Context: an optimization exercise on an open-source flow, tuned for small area and a short achievable clock period. The choices shown serve that exercise and are no tape-out recipe. In this exercise RTL edits were held to simulation tests only and were not proved equivalent to the original.

## lane 1
// lms_adapt_filt_4tap
module lms_adapt_filt_4tap (clk,rst,xin,din,errr,filt_out);
==> flow/config.mk <==
export PLATFORM = sky130hd
export DESIGN_NAME = lms_adapt_filt_4tap
export DESIGN_NICKNAME = lms_adapt_filt_4tap
export VERILOG_FILES = /design/flow/design.v
export SDC_FILE = /design/flow/constraint.sdc
export NUM_CORES = 4
export LEC_CHECK = 0
export CAP_MARGIN = 20
export CORE_MARGIN = 2
export CORE_UTILIZATION = 40
export CTS_BUF_LIST = sky130_fd_sc_hd__clkbuf_8
export SETUP_SLACK_MARGIN = 5
export SLEW_MARGIN = 20
export SYNTH_HIERARCHICAL = 1
==> flow/constraint.sdc <==
create_clock -name core_clock -period 12.0 [get_ports {clk}]
set_input_delay 2.4000 -clock core_clock [delete_from_list [all_inputs] [get_ports {clk}]]
set_output_delay 2.4000 -clock core_clock [all_outputs]
set_load 0.01 [all_outputs]
standard.sh (not shown) runs the stock make flow with config.mk's settings and CLKGATE_MAP_FILE= SYNTH_SCRIPT=/design/flow/synth_recipe.tcl, a recipe that flattens the netlist after the stock synthesis.
==> flow/flow/run.sh <==
#!/bin/bash
# The standard layout, with buf_1 cells as the port buffers (the timing
# repair upsizes the ones on critical paths).
set -euo pipefail
bash standard.sh "BUFFER_PORTS_ARGS=-buffer_cell sky130_fd_sc_hd__buf_1" finish > standard.log 2>&1
Here is what was changed in the inputs of lane 2 compared with lane 1.
- CTS_BUF_LIST: sky130_fd_sc_hd__clkbuf_8 -> unset
- SETUP_SLACK_MARGIN: 5 -> unset
==> flow/flow/run.sh <==
#!/bin/bash
# The standard layout, with buf_1 cells as the port buffers (the timing
# repair upsizes the ones on critical paths) and the repair aiming 5.8 ns
# below the clock period.
set -euo pipefail
bash standard.sh SETUP_SLACK_MARGIN=5.8 "BUFFER_PORTS_ARGS=-buffer_cell sky130_fd_sc_hd__buf_1" finish > standard.log 2>&1
--- outcome ---
The area overhead of the layout relative to synthesis in lane 2 sits 8.5 points above the value recorded for lane 1. [compare] base=lane 1 new=lane 2: setup slack increased by 0.22 ns relative to the old numbers, fraction of area in multi-input gates now sits lower, sum of met2 wire segment lengths after detailed routing increased by 700 um relative to the old numbers, maximum number of pins on one net before global-route repair went up, met2 layer usage reported by global route climbed 1.0 points.
Input-level comparison between lane 3 and lane 2:
- setting SETUP_SLACK_MARGIN to 5 for the first time
==> flow/run.sh (new file) <==
#!/bin/bash
# synth_recipe.tcl (not shown) runs the flow's synth.tcl, then flattens the netlist and writes it again
# the make line also repeats each setting of config.mk as NAME=value (left out here)
make -C /OpenROAD-flow-scripts/flow DESIGN_CONFIG=/design/flow/config.mk WORK_HOME=/design/flow/orfs CLKGATE_MAP_FILE= SYNTH_SCRIPT=/design/flow/synth_recipe.tcl finish
removed: flow/flow/run.sh
removed: flow/standard.sh
Notes after the runs:
The routing usage on met3 of lane 3 falls short of that of lane 2 by 0.45 points.
Per the comparison of lane 3 with lane 2, highest attainable clock frequency -5.1%; post-route cell area dropped 3.9%; count of routing violations after the opening detailed-route iteration lower.
On number of cells on the worst reg-to-reg path, the higher figure sits with lane 2, not lane 3.
Comparing lane 3 and lane 2, the lower wire length was measured on lane 3.
Final cell utilization of the core: lane 3 vs lane 2 down 1.8 points
In lane 3 the overall routing resource usage turned out 0.62 points lower than in lane 2.
Compared with lane 2, lane 3 degrades worst setup slack.
Diff lane 2 -> lane 3 | biggest cell delay along the critical path | increase of 0.02 ns
--- input diff lane 3..lane 4 ---
==> flow/flow/run.sh (new file) <==
#!/bin/bash
# The standard layout, with buf_1 cells as the port buffers (the timing
# repair upsizes the ones on critical paths).
set -euo pipefail
bash standard.sh "BUFFER_PORTS_ARGS=-buffer_cell sky130_fd_sc_hd__buf_1" finish > standard.log 2>&1
==> flow/standard.sh (new file) <==
#!/bin/bash
# synth_recipe.tcl (not shown) runs the flow's synth.tcl, then flattens the netlist and writes it again
# the make line also repeats each setting of config.mk as NAME=value (left out here)
make -C /OpenROAD-flow-scripts/flow DESIGN_CONFIG=/design/flow/config.mk WORK_HOME=/design/flow/orfs CLKGATE_MAP_FILE= SYNTH_SCRIPT=/design/flow/synth_recipe.tcl "${@:-finish}"
removed: flow/run.sh
- Each of the runs, namely lane 4 and lane 3, reached the end of the flow and came out clean.
- Final cell area excluding filler cells down about 3% in lane 4 wrt lane 3
- The higher wire length on met3 of lane 4 and lane 3 is in lane 4.
- The number of sequential cells in the layout was comparable across lane 4 and lane 3.
- Going from lane 3 to lane 4, the wire length of the first global-routing pass was found to have gone down by 1.4%.

## static timing again, ports no longer ideal
No port has a modelled driver above. Below, the same layouts with a new extraction and two added sets of constraints.
Step 1 (the two cells are an assumption about what drives the block):
set clk [get_ports {clk}]
set_driving_cell -lib_cell sky130_fd_sc_hd__clkbuf_16 $clk
set_driving_cell -lib_cell sky130_fd_sc_hd__buf_2 [delete_from_list [all_inputs] $clk]
Step 2, shift: input delay + t, output delay - t, t = (earliest + latest rising clock arrival at the registers) / 2. This alone moves slack from input paths to output paths.
Slacks: ideal / step 1 / step 2; pairs: ideal / step 1.
run | t, ns | setup WS [ns] | worst setup path after step 2 | worst register clock-pin slew, ns | worst data-port slew with drivers (ns)
lane 1 | 0.449 | 5.337 / 5.337 / 5.038 | input to register | 0.12 / 0.12 | 0.03
lane 2 | 0.418 | 5.556 / 5.556 / 5.192 | input to register | 0.09 / 0.09 | 0.06
lane 3 | 0.417 | 5.211 / 5.180 / 4.902 | input to register | 0.08 / 0.08 | 0.04
lane 4 | 0.411 | 5.341 / 5.341 / 5.030 | input to register | 0.08 / 0.08 | 0.03
After both steps every run listed still meets setup and hold. For lane 2, which loses most, drivers alone change the setup slack by 0.000 ns; drivers and shift together by -0.364 ns.
